Source: an optimization exercise on an open RTL-to-GDS flow (aim: small area, a short achievable clock period and few clock cycles). Production flows keep margins and buffers that such runs may drop.
In this exercise RTL edits were held to simulation tests only and were not proved equivalent to the original.

==> flow/design.v <==
typedef struct packed {
  logic sign;
  logic [5 - 1:0] exp;
  logic [10 - 1:0] frac;
} fp16_t;
typedef struct packed {
  logic sign;
  logic [8 - 1:0] exp;
  logic [23 - 1:0] frac;
} fp32_t;
typedef struct packed {
  logic sign;
  logic [11 - 1:0] exp;
  logic [52 - 1:0] frac;
} fp64_t;
typedef enum logic[$clog2(10 + 1) - 1:0] {
  FPU_ADD,
  FPU_SUB,
  FPU_MUL,
  FPU_DIV,
  FPU_FMAD,
  FPU_FMS,
  FPU_FNMAD,
  FPU_FNMS,
  FPU_MAX,
  FPU_MIN
} fpuOp_t;
typedef struct packed {
  logic Z, C, N, V;
} condCode_t;
typedef struct packed {
  logic NV, DZ, OF, UF, NX;
} statusFlag_t;
typedef struct packed {
  logic OF, UF, NX;
} opStatusFlag_t;
typedef struct packed {
  logic lt, eq, gt;
} fpuComp_t;
module fpuAddSubAligner
  #(parameter int  FRACW = 10,
    parameter int  EXPW  = 5)
  (input  fp16_t                largeNum, smallNum,
   output fp16_t                alignedSmallNum,
   output logic [FRACW - 1:0] shiftedOut,
   output logic               sticky);
  logic [EXPW - 1:0] expDiff;
  logic [FRACW + 1:0] extFrac;
  always_comb begin
    expDiff = (largeNum.exp == EXPW'(0) ? EXPW'(1) : largeNum.exp) - (smallNum.exp == EXPW'(0) ? EXPW'(1) : smallNum.exp);
    alignedSmallNum.sign = smallNum.sign;
    {extFrac, shiftedOut} = {smallNum.exp != '0 ? 1'b1 : 1'b0, smallNum.frac, FRACW'(0)} >> expDiff;
    alignedSmallNum.exp = largeNum.exp;
    alignedSmallNum.frac = extFrac[FRACW - 1:0];
    sticky = (shiftedOut != FRACW'(0));
  end
endmodule
module fpuLZC
  #(parameter int WIDTH = 16,
              parameter int OUTWIDTH = $clog2(WIDTH + 1))
  (input  logic [WIDTH - 1:0]    lzcIn,
   output logic [OUTWIDTH - 1:0] lzcOut);
  always_comb begin
    lzcOut = WIDTH;
    for (int i = WIDTH - 1; i >= 0; i--) begin
      if (lzcIn[i] && lzcOut == WIDTH)
        lzcOut = WIDTH - i;
    end
  end
endmodule
module fpuTZC
  #(parameter int WIDTH = 16,
              parameter int OUTWIDTH = $clog2(WIDTH + 1))
  (input  logic [WIDTH - 1:0]    tzcIn,
   output logic [OUTWIDTH - 1:0] tzcOut);
  always_comb begin
    tzcOut = 0;
    for (int i = 0; i < WIDTH; i++) begin
      if (tzcIn[i] && tzcOut == 0)
        tzcOut = i;
    end
  end
endmodule
module fpuNormalizer
  #(parameter int FRACW = 10,
    parameter int EXPW = 5,
    parameter int EXP_MAX = 30,
    parameter int PFW = 20)
  (input  logic                     unnormSign,
   input  logic [1:0]               unnormInt,
   input  logic [PFW - 1:0]         unnormFrac,
   input  logic [EXPW - 1:0]        unnormExp,
   input  logic [EXPW - 1:0]        denormDiff,
   input  logic                     sticky,
   input  logic                     OFin,
   input  logic                     div,
   input  logic                     ddFromLzc,   
   output fp16_t                    normOut,
   output opStatusFlag_t            opStatusFlags);
  logic [21:0] x;
  assign x = {unnormInt, unnormFrac};
  logic [4:0] lzc;
  fpuLZC #(.WIDTH(PFW)) lz(.lzcIn(unnormFrac), .lzcOut(lzc));
  logic denormalized, caseA, caseB, lzcOK;
  assign denormalized = (unnormExp == 5'd0) & ~OFin;
  assign caseA = unnormInt[1];
  assign caseB = (unnormInt == 2'd0);
  assign lzcOK = (lzc <= unnormExp);
  logic [4:0] preRoundExp;
  always_comb begin
    if (caseA)
      preRoundExp = denormalized ? unnormExp : unnormExp + 5'd1;
    else if (caseB)
      preRoundExp = lzcOK ? unnormExp - lzc : 5'd0;
    else
      preRoundExp = unnormExp;
  end
  logic preRoundOF;
  assign preRoundOF = caseA & ~denormalized & (unnormExp == 5'd30);
  logic [4:0] dd;
  assign dd = ddFromLzc ? lzc + 5'd1 : denormDiff;
  logic [4:0] absDD;
  assign absDD = dd[4] ? (~dd + 5'd1) : dd;
  logic [5:0] absDDp1, absDDm1;
  assign absDDp1 = {1'b0, absDD} + 6'd1;
  assign absDDm1 = {1'b0, absDD} - 6'd1;
  logic shLeft;
  logic [5:0] shAmt;
  logic [21:0] xl;
  always_comb begin
    xl = x;
    if (denormalized) begin
      if (caseA) begin
        xl = {x[21:1], 1'b0};
        shLeft = (dd[4] ^ div) && (absDD != 5'd0);
        shAmt = shLeft ? absDDm1 : absDDp1;
      end
      else begin
        shLeft = (dd[4] ^ div);
        shAmt = absDDp1;
      end
    end
    else begin
      shLeft = caseB & lzcOK;
      shAmt = caseA ? 6'd1 : (shLeft ? {1'b0, lzc} : 6'd0);
    end
  end
  logic [21:0] y;
  assign y = shLeft ? (xl << shAmt) : (x >> shAmt);
  logic [21:0] es0;
  assign es0 = caseA ? (x >> 1) : x;
  logic [21:0] es;
  assign es = denormalized ? es0 : y;
  logic guard, round, roundUp, carryOut;
  assign guard = es[10];
  assign round = es[9];
  assign roundUp = round & (sticky | guard);
  assign carryOut = roundUp & (&es[19:10]);
  logic roundedFracNZ;
  assign roundedFracNZ = roundUp ? ~(&es[19:10]) : (|es[19:10]);
  logic [4:0] roundedExp;
  logic [4:0] preP1;
  assign preP1 = preRoundExp + 5'd1;
  always_comb begin
    if (carryOut)
      roundedExp = preP1;
    else if (denormalized && (y[21:20] != 2'd0))
      roundedExp = 5'd1;
    else
      roundedExp = preRoundExp;
  end
  logic roundNormOF;
  assign roundNormOF = carryOut & (preRoundExp >= 5'd30);
  logic OF, UF, NX;
  assign OF = preRoundOF | roundNormOF | OFin;
  assign NX = sticky | round;
  assign UF = ~OF & (roundedExp == 5'd0) & roundedFracNZ;
  assign opStatusFlags = {OF, UF, NX};
  assign normOut.sign = unnormSign;
  assign normOut.exp = OF ? 5'h1f : roundedExp;
  assign normOut.frac = OF ? 10'd0 : (y[19:10] + 10'(y[9] & (y[10] | sticky)));
endmodule
module fpuAddSubSorter
  (input  fp16_t fpuIn1, fpuIn2,
   output fp16_t largeNum, smallNum);
  assign {largeNum, smallNum} = ({fpuIn1.exp, fpuIn1.frac} > {fpuIn2.exp, fpuIn2.frac}) ?
                                {fpuIn1, fpuIn2} : {fpuIn2, fpuIn1};
endmodule
module fpuIsSpecialValue
  #(parameter int FRACW = 10,
    parameter int EXPW = 5)
  (input  fp16_t  fpuIn,
   output logic inf, nan);
  always_comb begin
    inf = 1'b0;
    nan = 1'b0;
    if (fpuIn.exp == {EXPW{1'b1}}) begin
      if (fpuIn.frac == {FRACW{1'b0}}) begin
        inf = 1'b1;
      end
      else begin
        nan = 1'b1;
      end
    end
  end
endmodule
module fpuSigMult
  (input  logic [10:0] x, y,
   output logic [21:0] p);
  logic [10:0] pp [11];
  always_comb
    for (int i = 0; i < 11; i++)
      pp[i] = x & {11{y[i]}};
  logic w1, w2, w3, w4, w5, w6, w7, w8, w9, w10, w11, w12, w13, w14, w15, w16, w17, w18, w19, w20, w21, w22, w23, w24, w25, w26, w27, w28, w29, w30, w31, w32, w33, w34, w35, w36, w37, w38, w39, w40, w41, w42, w43, w44, w45, w46, w47, w48, w49, w50, w51, w52, w53, w54, w55, w56, w57, w58, w59, w60, w61, w62, w63, w64, w65, w66, w67, w68, w69, w70, w71, w72, w73, w74, w75, w76, w77, w78, w79, w80, w81, w82, w83, w84, w85, w86, w87, w88, w89, w90, w91, w92, w93, w94, w95, w96, w97, w98, w99, w100, w101, w102, w103, w104, w105, w106, w107, w108, w109, w110, w111, w112, w113, w114, w115, w116, w117, w118, w119, w120, w121, w122, w123, w124, w125, w126, w127, w128, w129, w130, w131, w132, w133, w134, w135, w136, w137, w138, w139, w140, w141, w142, w143, w144, w145, w146, w147, w148, w149, w150, w151, w152, w153, w154, w155, w156, w157, w158, w159, w160, w161, w162, w163, w164, w165, w166, w167, w168, w169, w170, w171, w172, w173, w174, w175, w176, w177, w178, w179, w180;
  assign w1 = pp[0][9] ^ pp[1][8];
  assign w2 = pp[0][9] & pp[1][8];
  assign w3 = pp[0][10] ^ pp[1][9] ^ pp[2][8];
  assign w4 = (pp[0][10] & pp[1][9]) | (pp[0][10] & pp[2][8]) | (pp[1][9] & pp[2][8]);
  assign w5 = pp[3][7] ^ pp[4][6];
  assign w6 = pp[3][7] & pp[4][6];
  assign w7 = pp[1][10] ^ pp[2][9] ^ pp[3][8];
  assign w8 = (pp[1][10] & pp[2][9]) | (pp[1][10] & pp[3][8]) | (pp[2][9] & pp[3][8]);
  assign w9 = pp[4][7] ^ pp[5][6];
  assign w10 = pp[4][7] & pp[5][6];
  assign w11 = pp[2][10] ^ pp[3][9] ^ pp[4][8];
  assign w12 = (pp[2][10] & pp[3][9]) | (pp[2][10] & pp[4][8]) | (pp[3][9] & pp[4][8]);
  assign w13 = pp[0][6] ^ pp[1][5];
  assign w14 = pp[0][6] & pp[1][5];
  assign w15 = pp[0][7] ^ pp[1][6] ^ pp[2][5];
  assign w16 = (pp[0][7] & pp[1][6]) | (pp[0][7] & pp[2][5]) | (pp[1][6] & pp[2][5]);
  assign w17 = pp[3][4] ^ pp[4][3];
  assign w18 = pp[3][4] & pp[4][3];
  assign w19 = pp[0][8] ^ pp[1][7] ^ pp[2][6];
  assign w20 = (pp[0][8] & pp[1][7]) | (pp[0][8] & pp[2][6]) | (pp[1][7] & pp[2][6]);
  assign w21 = pp[3][5] ^ pp[4][4] ^ pp[5][3];
  assign w22 = (pp[3][5] & pp[4][4]) | (pp[3][5] & pp[5][3]) | (pp[4][4] & pp[5][3]);
  assign w23 = pp[6][2] ^ pp[7][1];
  assign w24 = pp[6][2] & pp[7][1];
  assign w25 = w1 ^ pp[2][7] ^ pp[3][6];
  assign w26 = (w1 & pp[2][7]) | (w1 & pp[3][6]) | (pp[2][7] & pp[3][6]);
  assign w27 = pp[4][5] ^ pp[5][4] ^ pp[6][3];
  assign w28 = (pp[4][5] & pp[5][4]) | (pp[4][5] & pp[6][3]) | (pp[5][4] & pp[6][3]);
  assign w29 = pp[7][2] ^ pp[8][1] ^ pp[9][0];
  assign w30 = (pp[7][2] & pp[8][1]) | (pp[7][2] & pp[9][0]) | (pp[8][1] & pp[9][0]);
  assign w31 = w3 ^ w5 ^ pp[5][5];
  assign w32 = (w3 & w5) | (w3 & pp[5][5]) | (w5 & pp[5][5]);
  assign w33 = pp[6][4] ^ pp[7][3] ^ pp[8][2];
  assign w34 = (pp[6][4] & pp[7][3]) | (pp[6][4] & pp[8][2]) | (pp[7][3] & pp[8][2]);
  assign w35 = pp[9][1] ^ pp[10][0] ^ w2;
  assign w36 = (pp[9][1] & pp[10][0]) | (pp[9][1] & w2) | (pp[10][0] & w2);
  assign w37 = w7 ^ w9 ^ pp[6][5];
  assign w38 = (w7 & w9) | (w7 & pp[6][5]) | (w9 & pp[6][5]);
  assign w39 = pp[7][4] ^ pp[8][3] ^ pp[9][2];
  assign w40 = (pp[7][4] & pp[8][3]) | (pp[7][4] & pp[9][2]) | (pp[8][3] & pp[9][2]);
  assign w41 = pp[10][1] ^ w4 ^ w6;
  assign w42 = (pp[10][1] & w4) | (pp[10][1] & w6) | (w4 & w6);
  assign w43 = w11 ^ pp[5][7] ^ pp[6][6];
  assign w44 = (w11 & pp[5][7]) | (w11 & pp[6][6]) | (pp[5][7] & pp[6][6]);
  assign w45 = pp[7][5] ^ pp[8][4] ^ pp[9][3];
  assign w46 = (pp[7][5] & pp[8][4]) | (pp[7][5] & pp[9][3]) | (pp[8][4] & pp[9][3]);
  assign w47 = pp[10][2] ^ w8 ^ w10;
  assign w48 = (pp[10][2] & w8) | (pp[10][2] & w10) | (w8 & w10);
  assign w49 = pp[3][10] ^ pp[4][9] ^ pp[5][8];
  assign w50 = (pp[3][10] & pp[4][9]) | (pp[3][10] & pp[5][8]) | (pp[4][9] & pp[5][8]);
  assign w51 = pp[6][7] ^ pp[7][6] ^ pp[8][5];
  assign w52 = (pp[6][7] & pp[7][6]) | (pp[6][7] & pp[8][5]) | (pp[7][6] & pp[8][5]);
  assign w53 = pp[9][4] ^ pp[10][3] ^ w12;
  assign w54 = (pp[9][4] & pp[10][3]) | (pp[9][4] & w12) | (pp[10][3] & w12);
  assign w55 = pp[4][10] ^ pp[5][9] ^ pp[6][8];
  assign w56 = (pp[4][10] & pp[5][9]) | (pp[4][10] & pp[6][8]) | (pp[5][9] & pp[6][8]);
  assign w57 = pp[7][7] ^ pp[8][6] ^ pp[9][5];
  assign w58 = (pp[7][7] & pp[8][6]) | (pp[7][7] & pp[9][5]) | (pp[8][6] & pp[9][5]);
  assign w59 = pp[5][10] ^ pp[6][9] ^ pp[7][8];
  assign w60 = (pp[5][10] & pp[6][9]) | (pp[5][10] & pp[7][8]) | (pp[6][9] & pp[7][8]);
  assign w61 = pp[0][4] ^ pp[1][3];
  assign w62 = pp[0][4] & pp[1][3];
  assign w63 = pp[0][5] ^ pp[1][4] ^ pp[2][3];
  assign w64 = (pp[0][5] & pp[1][4]) | (pp[0][5] & pp[2][3]) | (pp[1][4] & pp[2][3]);
  assign w65 = pp[3][2] ^ pp[4][1];
  assign w66 = pp[3][2] & pp[4][1];
  assign w67 = w13 ^ pp[2][4] ^ pp[3][3];
  assign w68 = (w13 & pp[2][4]) | (w13 & pp[3][3]) | (pp[2][4] & pp[3][3]);
  assign w69 = pp[4][2] ^ pp[5][1] ^ pp[6][0];
  assign w70 = (pp[4][2] & pp[5][1]) | (pp[4][2] & pp[6][0]) | (pp[5][1] & pp[6][0]);
  assign w71 = w15 ^ w17 ^ pp[5][2];
  assign w72 = (w15 & w17) | (w15 & pp[5][2]) | (w17 & pp[5][2]);
  assign w73 = pp[6][1] ^ pp[7][0] ^ w14;
  assign w74 = (pp[6][1] & pp[7][0]) | (pp[6][1] & w14) | (pp[7][0] & w14);
  assign w75 = w19 ^ w21 ^ w23;
  assign w76 = (w19 & w21) | (w19 & w23) | (w21 & w23);
  assign w77 = pp[8][0] ^ w16 ^ w18;
  assign w78 = (pp[8][0] & w16) | (pp[8][0] & w18) | (w16 & w18);
  assign w79 = w25 ^ w27 ^ w29;
  assign w80 = (w25 & w27) | (w25 & w29) | (w27 & w29);
  assign w81 = w20 ^ w22 ^ w24;
  assign w82 = (w20 & w22) | (w20 & w24) | (w22 & w24);
  assign w83 = w31 ^ w33 ^ w35;
  assign w84 = (w31 & w33) | (w31 & w35) | (w33 & w35);
  assign w85 = w26 ^ w28 ^ w30;
  assign w86 = (w26 & w28) | (w26 & w30) | (w28 & w30);
  assign w87 = w37 ^ w39 ^ w41;
  assign w88 = (w37 & w39) | (w37 & w41) | (w39 & w41);
  assign w89 = w32 ^ w34 ^ w36;
  assign w90 = (w32 & w34) | (w32 & w36) | (w34 & w36);
  assign w91 = w43 ^ w45 ^ w47;
  assign w92 = (w43 & w45) | (w43 & w47) | (w45 & w47);
  assign w93 = w38 ^ w40 ^ w42;
  assign w94 = (w38 & w40) | (w38 & w42) | (w40 & w42);
  assign w95 = w49 ^ w51 ^ w53;
  assign w96 = (w49 & w51) | (w49 & w53) | (w51 & w53);
  assign w97 = w44 ^ w46 ^ w48;
  assign w98 = (w44 & w46) | (w44 & w48) | (w46 & w48);
  assign w99 = w55 ^ w57 ^ pp[10][4];
  assign w100 = (w55 & w57) | (w55 & pp[10][4]) | (w57 & pp[10][4]);
  assign w101 = w50 ^ w52 ^ w54;
  assign w102 = (w50 & w52) | (w50 & w54) | (w52 & w54);
  assign w103 = w59 ^ pp[8][7] ^ pp[9][6];
  assign w104 = (w59 & pp[8][7]) | (w59 & pp[9][6]) | (pp[8][7] & pp[9][6]);
  assign w105 = pp[10][5] ^ w56 ^ w58;
  assign w106 = (pp[10][5] & w56) | (pp[10][5] & w58) | (w56 & w58);
  assign w107 = pp[6][10] ^ pp[7][9] ^ pp[8][8];
  assign w108 = (pp[6][10] & pp[7][9]) | (pp[6][10] & pp[8][8]) | (pp[7][9] & pp[8][8]);
  assign w109 = pp[9][7] ^ pp[10][6] ^ w60;
  assign w110 = (pp[9][7] & pp[10][6]) | (pp[9][7] & w60) | (pp[10][6] & w60);
  assign w111 = pp[7][10] ^ pp[8][9] ^ pp[9][8];
  assign w112 = (pp[7][10] & pp[8][9]) | (pp[7][10] & pp[9][8]) | (pp[8][9] & pp[9][8]);
  assign w113 = pp[0][3] ^ pp[1][2];
  assign w114 = pp[0][3] & pp[1][2];
  assign w115 = w61 ^ pp[2][2] ^ pp[3][1];
  assign w116 = (w61 & pp[2][2]) | (w61 & pp[3][1]) | (pp[2][2] & pp[3][1]);
  assign w117 = w63 ^ w65 ^ pp[5][0];
  assign w118 = (w63 & w65) | (w63 & pp[5][0]) | (w65 & pp[5][0]);
  assign w119 = w67 ^ w69 ^ w64;
  assign w120 = (w67 & w69) | (w67 & w64) | (w69 & w64);
  assign w121 = w71 ^ w73 ^ w68;
  assign w122 = (w71 & w73) | (w71 & w68) | (w73 & w68);
  assign w123 = w75 ^ w77 ^ w72;
  assign w124 = (w75 & w77) | (w75 & w72) | (w77 & w72);
  assign w125 = w79 ^ w81 ^ w76;
  assign w126 = (w79 & w81) | (w79 & w76) | (w81 & w76);
  assign w127 = w83 ^ w85 ^ w80;
  assign w128 = (w83 & w85) | (w83 & w80) | (w85 & w80);
  assign w129 = w87 ^ w89 ^ w84;
  assign w130 = (w87 & w89) | (w87 & w84) | (w89 & w84);
  assign w131 = w91 ^ w93 ^ w88;
  assign w132 = (w91 & w93) | (w91 & w88) | (w93 & w88);
  assign w133 = w95 ^ w97 ^ w92;
  assign w134 = (w95 & w97) | (w95 & w92) | (w97 & w92);
  assign w135 = w99 ^ w101 ^ w96;
  assign w136 = (w99 & w101) | (w99 & w96) | (w101 & w96);
  assign w137 = w103 ^ w105 ^ w100;
  assign w138 = (w103 & w105) | (w103 & w100) | (w105 & w100);
  assign w139 = w107 ^ w109 ^ w104;
  assign w140 = (w107 & w109) | (w107 & w104) | (w109 & w104);
  assign w141 = w111 ^ pp[10][7] ^ w108;
  assign w142 = (w111 & pp[10][7]) | (w111 & w108) | (pp[10][7] & w108);
  assign w143 = pp[8][10] ^ pp[9][9] ^ pp[10][8];
  assign w144 = (pp[8][10] & pp[9][9]) | (pp[8][10] & pp[10][8]) | (pp[9][9] & pp[10][8]);
  assign w145 = pp[0][2] ^ pp[1][1];
  assign w146 = pp[0][2] & pp[1][1];
  assign w147 = w113 ^ pp[2][1] ^ pp[3][0];
  assign w148 = (w113 & pp[2][1]) | (w113 & pp[3][0]) | (pp[2][1] & pp[3][0]);
  assign w149 = w115 ^ pp[4][0] ^ w114;
  assign w150 = (w115 & pp[4][0]) | (w115 & w114) | (pp[4][0] & w114);
  assign w151 = w117 ^ w62 ^ w116;
  assign w152 = (w117 & w62) | (w117 & w116) | (w62 & w116);
  assign w153 = w119 ^ w66 ^ w118;
  assign w154 = (w119 & w66) | (w119 & w118) | (w66 & w118);
  assign w155 = w121 ^ w70 ^ w120;
  assign w156 = (w121 & w70) | (w121 & w120) | (w70 & w120);
  assign w157 = w123 ^ w74 ^ w122;
  assign w158 = (w123 & w74) | (w123 & w122) | (w74 & w122);
  assign w159 = w125 ^ w78 ^ w124;
  assign w160 = (w125 & w78) | (w125 & w124) | (w78 & w124);
  assign w161 = w127 ^ w82 ^ w126;
  assign w162 = (w127 & w82) | (w127 & w126) | (w82 & w126);
  assign w163 = w129 ^ w86 ^ w128;
  assign w164 = (w129 & w86) | (w129 & w128) | (w86 & w128);
  assign w165 = w131 ^ w90 ^ w130;
  assign w166 = (w131 & w90) | (w131 & w130) | (w90 & w130);
  assign w167 = w133 ^ w94 ^ w132;
  assign w168 = (w133 & w94) | (w133 & w132) | (w94 & w132);
  assign w169 = w135 ^ w98 ^ w134;
  assign w170 = (w135 & w98) | (w135 & w134) | (w98 & w134);
  assign w171 = w137 ^ w102 ^ w136;
  assign w172 = (w137 & w102) | (w137 & w136) | (w102 & w136);
  assign w173 = w139 ^ w106 ^ w138;
  assign w174 = (w139 & w106) | (w139 & w138) | (w106 & w138);
  assign w175 = w141 ^ w110 ^ w140;
  assign w176 = (w141 & w110) | (w141 & w140) | (w110 & w140);
  assign w177 = w143 ^ w112 ^ w142;
  assign w178 = (w143 & w112) | (w143 & w142) | (w112 & w142);
  assign w179 = pp[9][10] ^ pp[10][9] ^ w144;
  assign w180 = (pp[9][10] & pp[10][9]) | (pp[9][10] & w144) | (pp[10][9] & w144);
  logic [21:0] ra, rb;
  assign ra = {1'b0, pp[10][10], w179, w177, w175, w173, w171, w169, w167, w165, w163, w161, w159, w157, w155, w153, w151, w149, w147, w145, pp[0][1], pp[0][0]};
  assign rb = {1'b0, w180, w178, w176, w174, w172, w170, w168, w166, w164, w162, w160, w158, w156, w154, w152, w150, w148, w146, pp[2][0], pp[1][0], 1'b0};
  assign p = ra + rb;
endmodule
module fpuDivIter
  #(parameter int K = 5,
    parameter int NCYC = 4,
    parameter int T = K * NCYC)
  (input  logic        clock,
   input  logic        first,       
   input  logic        run,         
   input  logic [10:0] dividendSig,
   input  logic [10:0] divisor,
   output logic [19:0] quotient,
   output logic [19:0] quotientNext);
  logic [10:0] rem;
  logic [T - 1:0] q;
  logic [10:0] remIn [K + 1];
  logic [T - 1:0] qIn [K + 1];
  always_comb begin
    remIn[0] = first ? 11'd0 : rem;
    qIn[0] = first ? T'({dividendSig, 9'd0}) : q;
    for (int i = 0; i < K; i++) begin
      logic [11:0] shifted;
      logic [12:0] diff;
      shifted = {remIn[i], qIn[i][T - 1]};
      diff = {1'b0, shifted} - {2'b0, divisor};
      remIn[i + 1] = diff[12] ? shifted[10:0] : diff[10:0];
      qIn[i + 1] = {qIn[i][T - 2:0], ~diff[12]};
    end
  end
  always_ff @(posedge clock) begin
    if (run) begin
      rem <= remIn[K];
      q <= qIn[K];
    end
  end
  assign quotient = q[19:0];
  assign quotientNext = run ? qIn[K][19:0] : q[19:0];
endmodule
`default_nettype none
module fpuAddSubFront
  #(parameter int FRACW = 10,
    parameter int EXPW = 5)
  (input  logic               sub,
   input  fp16_t              fpuIn1, fpuIn2,
   output logic               unnormSign,
   output logic [1:0]         unnormInt,
   output logic [2 * FRACW - 1:0] unnormFrac,
   output logic [EXPW - 1:0]  unnormExp,
   output logic               sticky);
  logic effS1;
  logic effS2;
  assign effS1 = fpuIn1.sign;
  assign effS2 = fpuIn2.sign ^ sub;
  fp16_t largeNum;
  fp16_t smallNum;
  fpuAddSubSorter  sorter(.*);
  logic effSignLarge, effSignSmall;
  always_comb begin
    if (largeNum == fpuIn1) begin
      effSignLarge = effS1;
      effSignSmall = effS2;
    end
    else begin
      effSignLarge = effS2;
      effSignSmall = effS1;
    end
  end
  logic [FRACW - 1:0] shiftedOut;
  fp16_t alignedSmallNum;
  fpuAddSubAligner #(.FRACW(FRACW), .EXPW(EXPW)) aligner(.*);
  logic [2 * FRACW:0] extLargeFrac;
  logic [2 * FRACW:0] extSmallFrac;
  assign extLargeFrac = {~(largeNum.exp == 0), largeNum.frac, FRACW'(0)};
  assign extSmallFrac = {(alignedSmallNum == smallNum && smallNum.exp != EXPW'(0)), alignedSmallNum.frac, shiftedOut};
  assign {unnormInt, unnormFrac} = (effSignLarge == effSignSmall) ?
                                   (extLargeFrac + extSmallFrac) :
                                   (extLargeFrac - extSmallFrac);
  assign unnormSign = effSignLarge;
  assign unnormExp = largeNum.exp;
endmodule
module fpuComp
  (input  fp16_t   fpuIn1, fpuIn2,
   input  logic  isInf1, isInf2,
   input  logic  isNaN1, isNaN2,
   output logic  lt, eq, gt);
  localparam int MAG_WIDTH = $bits(fpuIn1) - 1;
  logic [MAG_WIDTH - 1:0] mag1;
  logic [MAG_WIDTH - 1:0] mag2;
  logic magLt;
  logic magGt;
  logic noNaNs, noInfs;
  assign noNaNs = (~isNaN1 & ~isNaN2);
  assign noInfs = (~isInf1 & ~isInf2);
  assign mag1 = {fpuIn1.exp, fpuIn1.frac};
  assign mag2 = {fpuIn2.exp, fpuIn2.frac};
  assign magLt = (mag1 < mag2);
  assign magGt = (mag1 > mag2);
  assign lt = ((fpuIn1.sign & fpuIn2.sign & magGt) |
               (~fpuIn1.sign & ~fpuIn2.sign & magLt) |
               (fpuIn1.sign & ~fpuIn2.sign) |
               (isInf1 & fpuIn1.sign)) & noNaNs & ~(isInf2 & fpuIn2.sign);
  assign eq = ((fpuIn1 == fpuIn2) | (isInf1 & isInf2 & fpuIn1.sign == fpuIn2.sign)) & noNaNs;
  assign gt = ((fpuIn1.sign & fpuIn2.sign & magLt) |
               (~fpuIn1.sign & ~fpuIn2.sign & magGt) |
               (~fpuIn1.sign & fpuIn2.sign) |
               (isInf1 & ~fpuIn1.sign)) & noNaNs & ~(isInf2 & ~fpuIn2.sign);
endmodule
module fpuMulFront
  #(parameter int FRACW = 10,
    parameter int EXPW = 5,
    parameter int EXP_MAX = (1 << EXPW) - 1,
    parameter int BIAS = 15)
  (input  fp16_t           fpuIn1, fpuIn2,
   output logic               unnormSign,
   output logic [1:0]         unnormInt,
   output logic [2 * FRACW - 1:0] unnormFrac,
   output logic [EXPW - 1:0]  unnormExpOut,
   output logic [EXPW - 1:0]  denormDiff,
   output logic               sticky,
   output logic               OFin);
  logic [FRACW:0] sigMulIn1;
  logic [FRACW:0] sigMulIn2;
  logic [EXPW - 1:0] unnormExp;
  assign unnormSign = fpuIn1.sign ^ fpuIn2.sign;
  logic expCarry;
  logic denorm;
  assign {expCarry, unnormExp} = fpuIn1.exp + fpuIn2.exp - BIAS;
  assign denorm = ((fpuIn1.exp + fpuIn2.exp) <= {expCarry, unnormExp});
  assign OFin = ((expCarry & ~denorm) | ~denorm & (unnormExp == {EXPW{1'b1}} | unnormExp > EXP_MAX));
  assign sigMulIn1 = (fpuIn1.exp == '0) ? {1'b0, fpuIn1.frac} : {1'b1, fpuIn1.frac};
  assign sigMulIn2 = (fpuIn2.exp == '0) ? {1'b0, fpuIn2.frac} : {1'b1, fpuIn2.frac};
  fpuSigMult sigMult(.x(sigMulIn1), .y(sigMulIn2), .p({unnormInt, unnormFrac}));
  assign sticky = unnormFrac[FRACW - 1:0] != 0;
  assign unnormExpOut = denorm ? EXPW'(0) : unnormExp;
  assign denormDiff = EXPW'(BIAS) - (fpuIn1.exp + fpuIn2.exp);
endmodule
module fpuDivisor
  #(parameter int FRACW = 10)
  (input  fp16_t            fpuIn2,
   output logic [FRACW:0]   divisor);
  logic [FRACW:0] divisorSig;
  logic [$clog2(FRACW + 1) - 1:0] divisorTZC;
  assign divisorSig = {~(fpuIn2.exp == 0), fpuIn2.frac};
  fpuTZC #(.WIDTH(FRACW)) tzc(.tzcIn(fpuIn2.frac), .tzcOut(divisorTZC));
  assign divisor = divisorSig >> divisorTZC;
endmodule
module fpuDivFront
  #(parameter int FRACW = 10,
    parameter int EXPW = 5,
    parameter int EXP_MAX = (1 << EXPW) - 2,
    parameter int BIAS = 15)
  (input  fp16_t                  fpuIn1, fpuIn2,
   input  logic [2 * FRACW - 1:0] significandDivOut,
   output logic               unnormSign,
   output logic [1:0]         unnormInt,
   output logic [2 * FRACW - 1:0] unnormFrac,
   output logic [EXPW - 1:0]  unnormExpOut,
   output logic [EXPW - 1:0]  denormDiff,
   output logic               sticky,
   output logic               OFin);
  logic [3:0] tzc;
  fpuTZC #(.WIDTH(FRACW)) tz(.tzcIn(fpuIn2.frac), .tzcOut(tzc));
  assign unnormSign = fpuIn1.sign ^ fpuIn2.sign;
  logic [21:0] sh;
  assign sh = {2'b0, significandDivOut} << (4'd11 - tzc);
  logic [19:0] mask;
  always_comb begin
    case (tzc)
      4'd6: mask = 20'h3ffff;
      4'd7: mask = 20'h0ffff;
      4'd8: mask = 20'h03fff;
      4'd9: mask = 20'h00fff;
      default: mask = 20'hfffff;
    endcase
  end
  assign unnormInt = sh[21:20];
  assign unnormFrac = sh[19:0] & mask;
  logic expCarry;
  logic denorm;
  logic [EXPW - 1:0] unnormExp;
  assign {expCarry, unnormExp} = fpuIn1.exp - fpuIn2.exp + BIAS;
  assign denorm = (fpuIn1.exp + BIAS <= fpuIn2.exp);
  assign OFin = ((expCarry & ~denorm) | ~denorm & (unnormExp == {EXPW{1'b1}} | unnormExp > EXP_MAX));
  assign unnormExpOut = denorm ? EXPW'(0) : unnormExp;
  assign denormDiff = EXPW'(BIAS) + (fpuIn1.exp - fpuIn2.exp);
  assign sticky = unnormFrac[FRACW - 1:0] != 0;
endmodule
module fpu
  (input  fp16_t          fpuIn1, fpuIn2, fpuIn3,
   input  logic [3:0]   op,
   input  logic         clock, reset, start,
   output fp16_t          fpuOut,
   output logic         fpuDone,
   output condCode_t    condCodes,
   output statusFlag_t  statusFlags,
   output fpuComp_t     comps);
  localparam int FRACW = 10;
  localparam int EXPW = 5;
  localparam int EXP_MAX = (1 << EXPW) - 2;
  localparam int BIAS = (1 << (EXPW - 1)) - 1;
  localparam logic [15:0] NAN = 16'h7E00;
  localparam int DIV_K = 4;
  localparam int DIV_NCYC = 5;
  localparam bit DIV_MERGED = 1'b0;
  localparam int DIV_LAT = DIV_MERGED ? DIV_NCYC : DIV_NCYC + 1;
  logic [3:0] opr;
  always_ff @(posedge clock) begin
    opr <= op;
  end
  logic [2:0] cnt;
  logic [2:0] lat;
  logic opValid;
  logic isFMA;
  assign isFMA = opr[2] & ~opr[3];
  always_comb begin
    opValid = 1'b1;
    unique case (opr)
      FPU_DIV: lat = 3'(DIV_LAT);
      FPU_FMAD, FPU_FMS, FPU_FNMAD, FPU_FNMS: lat = 3'd2;
      FPU_ADD, FPU_SUB, FPU_MUL: lat = 3'd1;
      default: begin
        lat = 3'd1;
        opValid = 1'b0;
      end
    endcase
  end
  always_ff @(posedge clock, posedge reset) begin
    if (reset) begin
      cnt <= 3'd0;
      fpuDone <= 1'b0;
    end
    else begin
      if (cnt != 3'd0 || start)
        cnt <= cnt + 3'(cnt != 3'd7);
      if ((cnt == lat && opValid) || (cnt == 3'd0 && start && (op == FPU_MAX || op == FPU_MIN)))
        fpuDone <= 1'b1;
    end
  end
  logic isInf1, isInf2, isNaN1, isNaN2;
  fpuIsSpecialValue #(.FRACW(FRACW), .EXPW(EXPW))
                    specVal1(.fpuIn(fpuIn1), .inf(isInf1), .nan(isNaN1)),
                    specval2(.fpuIn(fpuIn2), .inf(isInf2), .nan(isNaN2));
  logic anyNaNs;
  assign anyNaNs = (isNaN1 | isNaN2);
  logic NV, DZ;
  assign NV = anyNaNs ||
              (isInf1 && isInf2 && (fpuIn1.sign ^ fpuIn2.sign) && (op == FPU_ADD || op == FPU_SUB)) ||
              ((op == FPU_MUL) && (isInf1 && fpuIn2 == 0) || (isInf2 && fpuIn1 == 0)) ||
              ((op == FPU_DIV) && (isInf1 && isInf2));
  assign DZ = (op == FPU_DIV && {fpuIn2.exp, fpuIn2.frac} == 0);
  logic lt, eq, gt;
  fpuComp comp(.fpuIn1, .fpuIn2, .isInf1, .isInf2, .isNaN1, .isNaN2, .lt, .eq, .gt);
  logic useMul, useDiv, fmaMulPhase;
  always_ff @(posedge clock) begin
    if (cnt == 3'd0) begin
      useMul <= (op == FPU_MUL) || (op[2] & ~op[3]);
      useDiv <= (op == FPU_DIV);
      fmaMulPhase <= (op[2] & ~op[3]);
    end
    else begin
      useMul <= (opr == FPU_MUL);
      useDiv <= (opr == FPU_DIV);
      fmaMulPhase <= 1'b0;
    end
  end
  fp16_t addX, addY;
  fp16_t normOut;
  always_ff @(posedge clock) begin
    if (cnt == 3'd0)
      addX <= fpuIn1;
    else if (fmaMulPhase)
      addX <= normOut;
    addY <= (isFMA && cnt != 3'd0) ? fpuIn3 : fpuIn2;
  end
  logic          mSign, aSign, dSign;
  logic [1:0]    mInt, aInt, dInt;
  logic [19:0]   mFrac, aFrac, dFrac;
  logic [4:0]    mExp, aExp, dExp;
  logic [4:0]    mDD, aDD, dDD;
  logic          mSticky, aSticky, dSticky;
  logic          mOF, dOF;
  fpuMulFront #(.FRACW(FRACW), .EXPW(EXPW), .EXP_MAX(EXP_MAX), .BIAS(BIAS))
              mulFront(.fpuIn1(addX), .fpuIn2(addY), .unnormSign(mSign), .unnormInt(mInt),
                       .unnormFrac(mFrac), .unnormExpOut(mExp), .denormDiff(mDD),
                       .sticky(mSticky), .OFin(mOF));
  fpuAddSubFront #(.FRACW(FRACW), .EXPW(EXPW))
                 addFront(.sub(opr[0]), .fpuIn1(addX), .fpuIn2(addY),
                          .unnormSign(aSign), .unnormInt(aInt), .unnormFrac(aFrac),
                          .unnormExp(aExp), .sticky(aSticky));
  logic [10:0] divisor;
  logic [19:0] quotient, quotientNext;
  fpuDivisor #(.FRACW(FRACW)) divisorSig(.fpuIn2(addY), .divisor);
  fpuDivIter #(.K(DIV_K), .NCYC(DIV_NCYC))
             divIter(.clock, .first(cnt == 3'd1), .run(cnt != 3'd0 && cnt <= 3'(DIV_NCYC)),
                     .dividendSig({~(addX.exp == 0), addX.frac}), .divisor,
                     .quotient, .quotientNext);
  fpuDivFront #(.FRACW(FRACW), .EXPW(EXPW), .EXP_MAX(EXP_MAX), .BIAS(BIAS))
              divFront(.fpuIn1(addX), .fpuIn2(addY),
                       .significandDivOut(DIV_MERGED ? quotientNext : quotient),
                       .unnormSign(dSign), .unnormInt(dInt), .unnormFrac(dFrac),
                       .unnormExpOut(dExp), .denormDiff(dDD), .sticky(dSticky), .OFin(dOF));
  logic          nSign;
  logic [1:0]    nInt;
  logic [19:0]   nFrac;
  logic [4:0]    nExp, nDD;
  logic          nSticky, nOF, nDiv;
  always_comb begin
    if (useDiv) begin
      {nSign, nInt, nFrac, nExp, nDD, nSticky, nOF} = {dSign, dInt, dFrac, dExp, dDD, dSticky, dOF};
    end
    else if (useMul) begin
      {nSign, nInt, nFrac, nExp, nDD, nSticky, nOF} = {mSign, mInt, mFrac, mExp, mDD, mSticky, mOF};
    end
    else begin
      {nSign, nInt, nFrac, nExp, nDD, nSticky, nOF} = {aSign, aInt, aFrac, aExp, 5'd0, aSticky, 1'b0};
    end
  end
  assign nDiv = useDiv;
  opStatusFlag_t normFlags;
  fpuNormalizer #(.FRACW(FRACW), .EXPW(EXPW), .EXP_MAX(EXP_MAX), .PFW(2 * FRACW))
                normalizer(.unnormSign(nSign), .unnormInt(nInt), .unnormFrac(nFrac),
                           .unnormExp(nExp), .denormDiff(nDD), .sticky(nSticky),
                           .OFin(nOF), .div(nDiv), .ddFromLzc(~useMul & ~useDiv), .normOut(normOut),
                           .opStatusFlags(normFlags));
  logic isArith, isMaxMin;
  assign isArith = ~op[3];
  assign isMaxMin = (op == FPU_MAX) || (op == FPU_MIN);
  fp16_t res;
  logic resArith, resNaN, resNeg, resMaxMin, resSelIn1;
  opStatusFlag_t resFlags;
  logic [1:0] resNVDZ;
  always_ff @(posedge clock) begin
    res <= normOut;
    resArith <= isArith;
    resNaN <= isArith & anyNaNs;
    resNeg <= isArith & op[2] & op[1];
    resMaxMin <= isMaxMin;
    resSelIn1 <= op[0] ? lt : gt;
    resFlags <= isArith ? normFlags : 3'd0;
    resNVDZ <= {NV, DZ};
    comps <= {lt, eq, gt};
  end
  always_comb begin
    if (resMaxMin)
      fpuOut = resSelIn1 ? addX : addY;
    else if (resNaN)
      fpuOut = NAN;
    else
      fpuOut = {res.sign ^ resNeg, res.exp, res.frac};
  end
  assign condCodes = {resArith && (res == '0), 1'b0, resArith && res.sign, 1'b0};
  assign statusFlags = {resNVDZ, resFlags};
endmodule
==> flow/run.sh <==
#!/bin/bash
# synth_recipe.tcl (not shown) runs the flow's synth.tcl, then flattens the netlist and writes it again
# the make line also repeats each setting of config.mk as NAME=value (left out here)
make -C /OpenROAD-flow-scripts/flow DESIGN_CONFIG=/design/flow/config.mk WORK_HOME=/design/flow/orfs CLKGATE_MAP_FILE= SYNTH_SCRIPT=/design/flow/synth_recipe.tcl finish
==> flow/config.mk <==
export PLATFORM = sky130hd
export DESIGN_NAME = fpu
export DESIGN_NICKNAME = fpu
export VERILOG_FILES = /design/flow/design.v
export SDC_FILE = /design/flow/constraint.sdc
export NUM_CORES = 4
export LEC_CHECK = 0
export ABC_AREA = 1
export CAP_MARGIN = 20
export CORE_MARGIN = 2
export CORE_UTILIZATION = 65
export PLACE_DENSITY = 0.75
export SLEW_MARGIN = 20
==> flow/constraint.sdc <==
create_clock -name core_clock -period 65.0 [get_ports {clock}]
set_input_delay 13.0000 -clock core_clock [delete_from_list [all_inputs] [get_ports {clock}]]
set_output_delay 13.0000 -clock core_clock [all_outputs]
set_load 0.01 [all_outputs]
==> results of run 1 <==
-- cell type report --
cell class	count	area, sq um	share of cell area, %
Tap cell	402	503	2.28
Timing Repair Buffer	106	998	4.53
Sequential cell	106	2610	11.9
Clock inverter	7	88.8	0.403
Multi-Input combinational cell	2574	15500	70.4
Clock buffer	9	225	1.02
Inverter	560	2100	9.54
-- worst max path at each step --
stage,start,cells past startpoint,end
final,resMaxMin,4,fpuOut[0]
after global routing,addY[2],73,divIter.rem[3]
after CTS,resMaxMin,4,fpuOut[0]
after detailed placement,fpuIn2[1],14,resSelIn1
after global placement,fpuIn2[1],14,resSelIn1
after floorplan,fpuIn2[2],13,resSelIn1
-- per-stage QoR --
step / cells / area, sq um / util (%) / setup slack [ns]
final: 3764 / 22000 / 70.0 / 49.18
after global routing: 3764 / 22000 / 70.0 / 48.26
after CTS: 3764 / 22000 / 70.0 / 49.29
after detailed placement: 3748 / 21700 / 69.0 / 49.45
after global placement: 3748 / 21700 / 69.0 / 49.43
after floorplan: 3363 / 20800 / - / 50.21
-- state kept, by name (all words and copies together) (netlist names), 2 cells and up, named ones only --
name and cells:
divIter.rem 11, addX 16, resFlags 3, cnt 3, addY 16, resNVDZ 2, divIter.q 20, res 16
comps 3, opr 4
-- worst reg2reg max path: cells and delay by family, from the launching register on --
kind	cells	cell delay (ns)
flops	1	0.91
xor+xnor	2	1.04
buf+inv	10	1.99
simple gates	45	6.88
compound gates	12	2.00
fa+ha+maj	9	2.54
-- metal layers --
layer  vias up  GRT usage [%]  routed length [um]
li1      10800              -                   -
met1     10500           56.8               28000
met2      1589           65.8               30100
met3       294           10.2                9520
met4         0           18.8                3280
met5         -              0                   0
-- cells by family (layout without fill, tap and decap cells) --
kind of cell | after synthesis | after routing | synth area share (%)
AOI/OAI and AO/OA | 552 | 552 | 15.3
xor gates and xnor gates | 95 | 95 | 4.01
adders and majority gates | 293 | 293 | 21.2
buffers and inverters | 683 | 682 | 12.9
DFF | 106 | 106 | 12.6
muxes | 8 | 8 | 0.398
other | 1 | 2 | 0.0181
and+or+nand+nor | 1624 | 1624 | 33.6
-- placed cells by master (no fill, tap or decap), drive strengths merged, types with 25 or more instances in the layout --
cell / Yosys / routed
edfxtp: 47 / 47
nor3: 27 / 27
nand2: 983 / 983
nand3: 227 / 227
inv: 554 / 560
xor2: 62 / 62
buf: 40 / 25
nor2: 293 / 293
nand4: 50 / 50
clkdlybuf4s50: 0 / 81
xnor2: 33 / 33
o21ai: 245 / 245
fa: 97 / 97
a21oi: 178 / 178
dfxtp: 55 / 55
ha: 196 / 196
==> notes.md, run 1 <==
outcome=finished clean; CP Cell Sequence=nor2_1 > inv_1 > o22ai_1 > clkdlybuf4s50_1; Remaining Overflow, GRT=0; max frequency=between 0.06 and 0.07 GHz; final setup fails=0; initial antenna violation count=0; CP endpoint kind=output pin; Top Ports=84; hold_ws=between 0.4 and 0.5 ns; detailed-route via count=~23000; global-route wire length before repair=113000 um; number of enable flip-flop cells after synthesis=between 40 and 50; predominant post-synthesis flop cell=dfxtp_1; Post CTS Setup Buffer Count=0; clock latency on the worst-skew pair=approximately 0.4 ns; CP Class=flip-flop to output pin; Worst-Margin Slew=between 0.9 and 1 ns; RD Place Congestion=around 1.1; CTS Buffer Depth=2; yosys warns=13; final hold vios=0; Post-synth top cells=nand2_1, inv_1, nor2_1; largest cells by area after synthesis=nand2_1, ha_1, inv_1; Yosys top cell area share=between 10% and 20%; cell count after synthesis=around 3400; Final period util=about a quarter; fin nets=around 3700; Syn Std Cell Area=around 0.021 sq mm; worst reg2reg setup slack=a little under 50 ns; Reg-to-Reg End=addX[8]; CTS H-tree lvls=3; Slew Viols, Final=0; Port Buffer Count=81; Die Area=~0.033 sq mm; CORE AREA=between 0.03 and 0.04 sq mm; Tmin final=around 16 ns; Starting Density=roughly 66%; DRC errors left=0; clock sinks=about 110; count leader, synth=nand2_1; min-delay src=fpuDone; CTS-repair resized insts=0; largest net degree at the start of global routing=between 40 and 50; Worst path top cell family by delay=buffers and inverters; flop and latch count out of synthesis=between 100 and 150; Die Span Y=183 um; antenna cell count=0; antenna viol nets, final=0; worst r2r src=addY[7]; Rel. slew slack=about a third; largest area contributor in the synthesized netlist=nand2_1; WHS Path Cells=1; Num CTS Buffers=9; R2R cell count=between 70 and 80; RSZ-0062 raised after global routing=no; slowest stage cell, crit path=nor2_1; root buffer cell=clkbuf_16; Row Count=65; vias in the first global route=around 22000; die width=between 150 and 200 um; crit path buf inv count=2; post-DR wirelength/cell=between 15 and 20 um; crit-path max cell delay=0.83 ns; Data arrival, critical path=approximately 2.8 ns; WHS Endpoint=fpuDone; DRT iter0 DRCs=approximately 3300; clock skew=between 0.01 and 0.015 ns; Max Cap Violations=0; worst path required time=around 52 ns; CP Max Fanout=17; Area Growth Syn to Fin=6.09%; detailed placer's ending HPWL=about 56000 um; CTS tree=done; synth unique cells=78; min-delay worst type=flip-flop to flip-flop; GRT Total Usage=about 43%; filler instances=2781; Seq/Total Area, Yosys=around 13%; Worst-path clk slew=about 0.080 ns; mean number of vias per cell=slightly above 6; Worst Setup Start Kind=flip-flop; Routed WL=between 70000 and 80000 um; hold_buf cts=0; Mapped Avg Cell Area=roughly 6.2 sq um; setup TNS=0 ns; TritonRoute pass-1 iters=12; layout cells sized above 1=under 10%; Async SR Flop Fraction=3.77%
Testbench counts, summed over its fixed seeds: cycles 11,239.
==> run 2, diff against run 1 <==
--- a/flow/design.v
+++ b/flow/design.v
@@ -445,33 +445,26 @@
    output logic [EXPW - 1:0]  unnormExp,
    output logic               sticky);
-  logic effS1;
   logic effS2;
-  assign effS1 = fpuIn1.sign;
   assign effS2 = fpuIn2.sign ^ sub;
-  fp16_t largeNum;
-  fp16_t smallNum;
-  fpuAddSubSorter  sorter(.*);
-  logic effSignLarge, effSignSmall;
-  always_comb begin
-    if (largeNum == fpuIn1) begin
-      effSignLarge = effS1;
-      effSignSmall = effS2;
-    end
-    else begin
-      effSignLarge = effS2;
-      effSignSmall = effS1;
-    end
-  end
+  logic in1Larger;
+  assign in1Larger = {fpuIn1.exp, fpuIn1.frac} > {fpuIn2.exp, fpuIn2.frac};
+  fp16_t largeNum, smallNum;
+  assign largeNum = in1Larger ? fpuIn1 : fpuIn2;
+  assign smallNum = in1Larger ? fpuIn2 : fpuIn1;
+  assign unnormSign = (in1Larger || fpuIn1 == fpuIn2) ? fpuIn1.sign : effS2;
+  logic [EXPW - 1:0] expDiff;
+  assign expDiff = (largeNum.exp == EXPW'(0) ? EXPW'(1) : largeNum.exp) -
+                   (smallNum.exp == EXPW'(0) ? EXPW'(1) : smallNum.exp);
+  logic [FRACW + 1:0] extFrac;
   logic [FRACW - 1:0] shiftedOut;
-  fp16_t alignedSmallNum;
-  fpuAddSubAligner #(.FRACW(FRACW), .EXPW(EXPW)) aligner(.*);
+  assign {extFrac, shiftedOut} = {smallNum.exp != '0 ? 1'b1 : 1'b0, smallNum.frac, FRACW'(0)} >> expDiff;
+  assign sticky = (shiftedOut != FRACW'(0));
   logic [2 * FRACW:0] extLargeFrac;
   logic [2 * FRACW:0] extSmallFrac;
   assign extLargeFrac = {~(largeNum.exp == 0), largeNum.frac, FRACW'(0)};
-  assign extSmallFrac = {(alignedSmallNum == smallNum && smallNum.exp != EXPW'(0)), alignedSmallNum.frac, shiftedOut};
-  assign {unnormInt, unnormFrac} = (effSignLarge == effSignSmall) ?
+  assign extSmallFrac = {(largeNum.exp == smallNum.exp && smallNum.exp != EXPW'(0)), extFrac[FRACW - 1:0], shiftedOut};
+  assign {unnormInt, unnormFrac} = (fpuIn1.sign == effS2) ?
                                    (extLargeFrac + extSmallFrac) :
                                    (extLargeFrac - extSmallFrac);
-  assign unnormSign = effSignLarge;
   assign unnormExp = largeNum.exp;
 endmodule
--- a/flow/config.mk
+++ b/flow/config.mk
@@ -9,5 +9,5 @@
 export CAP_MARGIN = 20
 export CORE_MARGIN = 2
-export CORE_UTILIZATION = 65
-export PLACE_DENSITY = 0.75
+export CORE_UTILIZATION = 80
+export PLACE_DENSITY = 0.88
 export SLEW_MARGIN = 20
==> run 2 against run 1 <==
Core utilization increased by 16 points. Global-route usage increased by 8.1 points. Non-clock buffer count decreased by 11. Worst hold slack improved by 0.017 ns. Sequential cell count unchanged. Via count increased by 1.2%. Die area decreased by 20%. Critical path type is now flip-flop to flip-flop. Largest cell class unchanged.
==> notes.md, run 2 <==
Rel. slew slack=roughly 27%; Seq/Total Area, Yosys=between 10% and 20%; RSZ-0062 raised after global routing=no; detailed placer's ending HPWL=between 50000 and 60000 um; CP endpoint kind=flip-flop; Port Buffer Count=slightly above 80; root buffer cell=clkbuf_16; CTS tree=done; Tmin final=16.40 ns; count leader, synth=nand2_1; CP Class=flip-flop to flip-flop; Syn Std Cell Area=between 0.02 and 0.025 sq mm; placed insts=between 3000 and 4000; post-synthesis mux area share=less than 1%; Worst Setup Start Kind=flip-flop; CP Max Fanout=between 50 and 60; RD Place Congestion=1.11; final setup fails=0; CP Capture Point=addX[8]; layout cells sized above 1=4.30%; Worst path top cell family by delay=simple AND/OR/NAND/NOR gates; Post CTS Setup Buffer Count=0; min-delay src=fpuDone; CTS-repair resized insts=0; crit-path max cell delay=~1.1 ns; outcome=finished clean; Die Span Y=about 160 um; dpl cell area=0.0212 sq mm; hold_buf cts=0; Num CTS Buffers=9; max frequency=roughly 0.06 GHz; Reg-to-Reg End=addX[8]; global-route wire length before repair=108000 um; CTS H-tree lvls=3; largest cells by area after synthesis=nand2_1, ha_1, inv_1; Final period util=25.2%; post-synthesis simple-gate area fraction=~33%; antenna cell count=0; yosys warns=11; Critical Path Source=addY[8]; Synth Area in Compound Gates=15.3%; crit path buf inv count=12; antenna viol nets, final=0; GRT Total Usage=between 50% and 60%; largest family of logic cells by synthesized area=simple AND/OR/NAND/NOR gates; cell count after synthesis=3284; Max Cap Violations=0; Die Area=between 0.02 and 0.03 sq mm; worst r2r src=addY[8]; Worst-Margin Slew=~1.1 ns; Mapped Avg Cell Area=roughly 6.2 sq um; Async SR Flop Fraction=3.77%; Data arrival, critical path=16.53 ns; most used cell along the critical path=nand2_1; CORE AREA=about 0.025 sq mm; Remaining Overflow, GRT=0; final hold vios=0; count of non-filler cells in the finished layout=3608; predominant post-synthesis flop cell=dfxtp_1; fin nets=around 3600; slowest stage cell, crit path=dfxtp_1; clock sinks=106; post-DR wirelength/cell=19.0 um; detailed-route via count=around 23000; min-delay worst type=flip-flop to flip-flop; worst path required time=roughly 65 ns; flop and latch count out of synthesis=about 110; WHS Path Cells=1; TritonRoute pass-1 iters=8; number of enable flip-flop cells after synthesis=47; R2R cell count=78; Row Count=58; adder-cell share of the synthesized area=between 20% and 30%; CTS Buffer Depth=2; die width=about 160 um; Area Growth Syn to Fin=5.41%; Slew Viols, Final=0; max reg flops=20; setup TNS=0 ns; Starting Density=81.3%; Post-Route Utilization=between 80 and 90%; Yosys top cell area share=between 10% and 20%; vias in the first global route=around 22000; mean number of vias per cell=about 6.5; worst reg2reg setup slack=48.60 ns; largest net degree at the start of global routing=57; clock latency on the worst-skew pair=approximately 0.4 ns; clock skew=about 0.029 ns; synth unique cells=roughly 80; Post-Synth XOR/XNOR Area=3.69%; Post-synth top cells=nand2_1, inv_1, nand3_1; most frequent cells in the layout=nand2_1, inv_1, nand3_1; largest area contributor in the synthesized netlist=nand2_1; Worst-path clk slew=0.11 ns; Crit path depth=between 70 and 80; Routed WL=~69000 um; DRC errors left=0; commonest non-fill, non-tap cell in the layout=nand2_1; Biggest register=divIter.q; Top Ports=84; initial antenna violation count=0; DRT iter0 DRCs=approximately 4000; Final Cell Area=0.0215 sq mm
## run 2: cells by family (layout without fill, tap and decap cells)
logic type / after synthesis / after routing
buffers and inverters: 690 / 683
and+or+nand+nor: 1563 / 1563
other: 1 / 2
DFF: 106 / 106
AOI/OAI and AO/OA: 537 / 537
adders and majority gates: 293 / 293
xor gates and xnor gates: 86 / 86
muxes: 8 / 8
## run 2: how the worst min path moves through the flow
stage | endpoint | slack, ns
after floorplan | useMul | 0.46
after global placement | fpuDone | 0.47
after detailed placement | fpuDone | 0.48
after CTS | fpuDone | 0.50
after global routing | fpuDone | 0.53
final | fpuDone | 0.52
## run 2: final cells by class
type	instances	area, sq um
well taps	330	413
flip-flops and latches	106	2610
clock buffers	9	225
multi-input cells	2489	15100
repair buffers	95	936
inverters	572	2150
clock inverters	7	86.3
fillers	1563	3580
## run 2: per-stage QoR
stage	hold slack (ns)	worst slack (ns)
after floorplan	0.463	50.10
after global placement	0.466	49.37
after detailed placement	0.480	49.15
after CTS	0.503	49.36
after global routing	0.527	47.75
final	0.517	48.60
## run 2: metal layers
| layer | part of all wire [%] | global-route usage, % | vias to the layer above |
|---|---|---|---|
| li1 | - | - | 10500 |
| met1 | 34 | 61.5 | 10400 |
| met2 | 43 | 79.5 | 1984 |
| met3 | 15 | 14.3 | 541 |
| met4 | 7.6 | 31.7 | 0 |
| met5 | 0 | 0 | - |
Testbench counts of run 2, summed over its fixed seeds: cycles 11,239.
==> run 3, diff against run 2 <==
--- a/flow/config.mk
+++ b/flow/config.mk
@@ -9,5 +9,5 @@
 export CAP_MARGIN = 20
 export CORE_MARGIN = 2
-export CORE_UTILIZATION = 80
-export PLACE_DENSITY = 0.88
+export CORE_UTILIZATION = 65
+export PLACE_DENSITY = 0.75
 export SLEW_MARGIN = 20
==> run 3 against run 2 <==
Largest cell class unchanged. Design area rose by 0.46%. Worst setup slack better by 0.24 ns. Global-route usage down 8.6 points. Via count fell by 3.1%. Die area grew 22%. Non-clock buffer count increased by 5. Wire length up 1.9%. Clock-buffer cell count did not move.
==> notes.md, run 3 <==
outcome=finished clean; final setup fails=0; Worst-Margin Slew=approximately 0.96 ns; CTS-repair resized insts=0; CP Max Fanout=54; flop and latch count out of synthesis=between 100 and 150; RSZ-0062 raised after global routing=no; CP endpoint kind=flip-flop; global-route wire length before repair=111000 um; CTS tree=done; min-delay src=fpuDone; CORE AREA=a little over 0.03 sq mm; RD Place Congestion=approximately 1.1; GRT Total Usage=42.0%; die width=roughly 180 um; Syn Std Cell Area=between 0.02 and 0.025 sq mm; antenna viol nets, final=0; worst path required time=between 60 and 70 ns; antenna cell count=0; Die Span Y=~180 um; clock sinks=about 110; worst reg2reg setup slack=about 49 ns; Mapped Avg Cell Area=6.22 sq um; max frequency=about 0.062 GHz; cell count after synthesis=around 3300; clock skew=0.0161 ns; count leader, synth=nand2_1; Top Ports=between 80 and 90; DRC errors left=0; CTS H-tree lvls=3; Port Buffer Count=81; most used cell along the critical path=a21oi_1; TritonRoute pass-1 iters=6; slowest stage cell, crit path=dfxtp_1; predominant post-synthesis flop cell=dfxtp_1; Starting Density=~66%; WHS Endpoint=fpuDone; Routed WL=69900 um; Post CTS Setup Buffer Count=0; Row Count=64; max reg flops=20; hold_buf cts=0; most frequent cells in the layout=nand2_1, inv_1, nand3_1; Slew Viols, Final=0; filler instances=~2600; worst r2r src=addY[2]; fin nets=3626; setup TNS=0 ns; largest cells by area after synthesis=nand2_1, ha_1, inv_1; Num CTS Buffers=9; CTS Buffer Depth=2; footprint of the multi-input gates=between 0.015 and 0.02 sq mm; Tmin final=approximately 16 ns; crit-path max cell delay=~0.92 ns; Worst-path clk slew=0.09 ns; largest net degree at the start of global routing=57; clock latency on the worst-skew pair=0.39 ns; WHS Path Cells=1; synth unique cells=78; R2R cell count=71; Seq/Total Area, Yosys=12.8%; yosys warns=11; Rel. slew slack=between 30% and 40%; Die Area=between 0.03 and 0.04 sq mm; initial antenna violation count=0; post-DR wirelength/cell=19.0 um; DRT iter0 DRCs=2776; detailed placer's ending HPWL=~55000 um; Area Growth Syn to Fin=5.90%; Max Cap Violations=0; Post-synth top cells=nand2_1, inv_1, nand3_1; Data arrival, critical path=16.26 ns; commonest non-fill, non-tap cell in the layout=nand2_1; layout cells sized above 1=4.48%; Yosys top cell area share=~17%; number of enable flip-flop cells after synthesis=47; Biggest register=divIter.q; Worst Setup Start Kind=flip-flop; CP Class=flip-flop to flip-flop; final hold vios=0; Async SR Flop Fraction=approximately 3.8%; largest area contributor in the synthesized netlist=nand2_1; Final period util=between 20% and 30%; min-delay worst type=flip-flop to flip-flop; vias in the first global route=about 22000; register area=~0.0026 sq mm; Remaining Overflow, GRT=0; mean number of vias per cell=slightly above 6; detailed-route via count=between 20000 and 25000; root buffer cell=clkbuf_16; Reg-to-Reg End=divIter.rem[10]
==> run 3: cell counts after synthesis <==
Identical to the previous run, type by type.
==> run 3: critical path: cells and delay by family (launching register included) <==
family,cells,cell delay (ns)
AO/OA/AOI/OAI,35,6.85
adder cells (fa/ha/maj),4,1.50
buffers and inverters,10,2.53
flip-flops,1,0.92
multiplexers,1,0.16
AND/OR/NAND/NOR,21,3.93
==> run 3: how the worst max path moves through the flow <==
stage                     startpoint         endpoint  slack, ns  depth (start not counted)
after floorplan            fpuIn2[2]        resSelIn1      50.10                         14
after global placement     fpuIn2[2]        resSelIn1      49.26                         17
after detailed placement   fpuIn2[2]        resSelIn1      49.23                         15
after CTS                    addY[2]  divIter.rem[10]      49.37                         69
after global routing         addY[2]   divIter.rem[8]      47.62                         71
final                        addY[2]  divIter.rem[10]      48.84                         71
==> run 3: kinds of logic after synthesis <==
family / Yosys count / share of synthesized area [%]
flip-flops: 106 / 12.8
XOR/XNOR: 86 / 3.69
AO/OA/AOI/OAI: 537 / 15.3
adder cells (fa/ha/maj): 293 / 21.5
AND/OR/NAND/NOR: 1563 / 32.9
buffers and inverters: 690 / 13.4
multiplexers: 8 / 0.404
other: 1 / 0.0184
==> run 3: area by class of cell <==
| class | instances | share of cell area (%) |
|---|---|---|
| tap | 396 | 2.29 |
| multi-input combinational | 2489 | 69.8 |
| sequential | 106 | 12.1 |
| timing repair buffer | 100 | 4.41 |
| clock buffer | 9 | 1.04 |
| clock inverter | 7 | 0.411 |
| inverter | 572 | 9.93 |
==> run 3: routing by layer <==
| layer | share of wire, % | GRT usage [%] | up-vias |
|---|---|---|---|
| met5 | 0 | 0 | - |
| met4 | 5.5 | 22.0 | 0 |
| met3 | 12 | 8.73 | 309 |
| met2 | 44 | 67.0 | 1549 |
| met1 | 38 | 53.7 | 10400 |
| li1 | - | - | 10500 |
==> run 3: through the flow <==
step	setup WS (ns)	cell area, sq um	util (%)	instances	hold slack [ns]
floorplan	50.10	20400	-	3285	0.463
global placement	49.26	21300	69.3	3663	0.473
detailed placement	49.23	21300	69.3	3663	0.488
CTS	49.37	21600	70.3	3679	0.509
global route	47.62	21600	70.3	3679	0.533
finish	48.84	21600	70.3	3679	0.502

## what the ideal ports hide
The flow's constraints put no driver on any port. The routed layouts listed below were extracted and timed again, unchanged, in two steps.
Step 1: set_driving_cell puts a clkbuf_16 on clock and a buf_2 on each other input, an assumption about the parent block.
Step 2 times the ports against the registers' clock, not the clock port: input delays grow and output delays shrink by t, the midpoint of the rising clock arrivals with the driver on.
Slacks: no drivers / after step 1 / after step 2; pairs: no drivers / after step 1.
run	shift t [ns]	slack for setup (ns)	worst register clock-pin slew, ns
run 1	0.442	49.177 / 49.120 / 49.354	0.09 / 0.09
run 2	0.433	48.602 / 48.602 / 48.602	0.11 / 0.11
run 3	0.438	48.845 / 48.845 / 48.845	0.09 / 0.09
After both steps setup and hold are still met in every run listed.
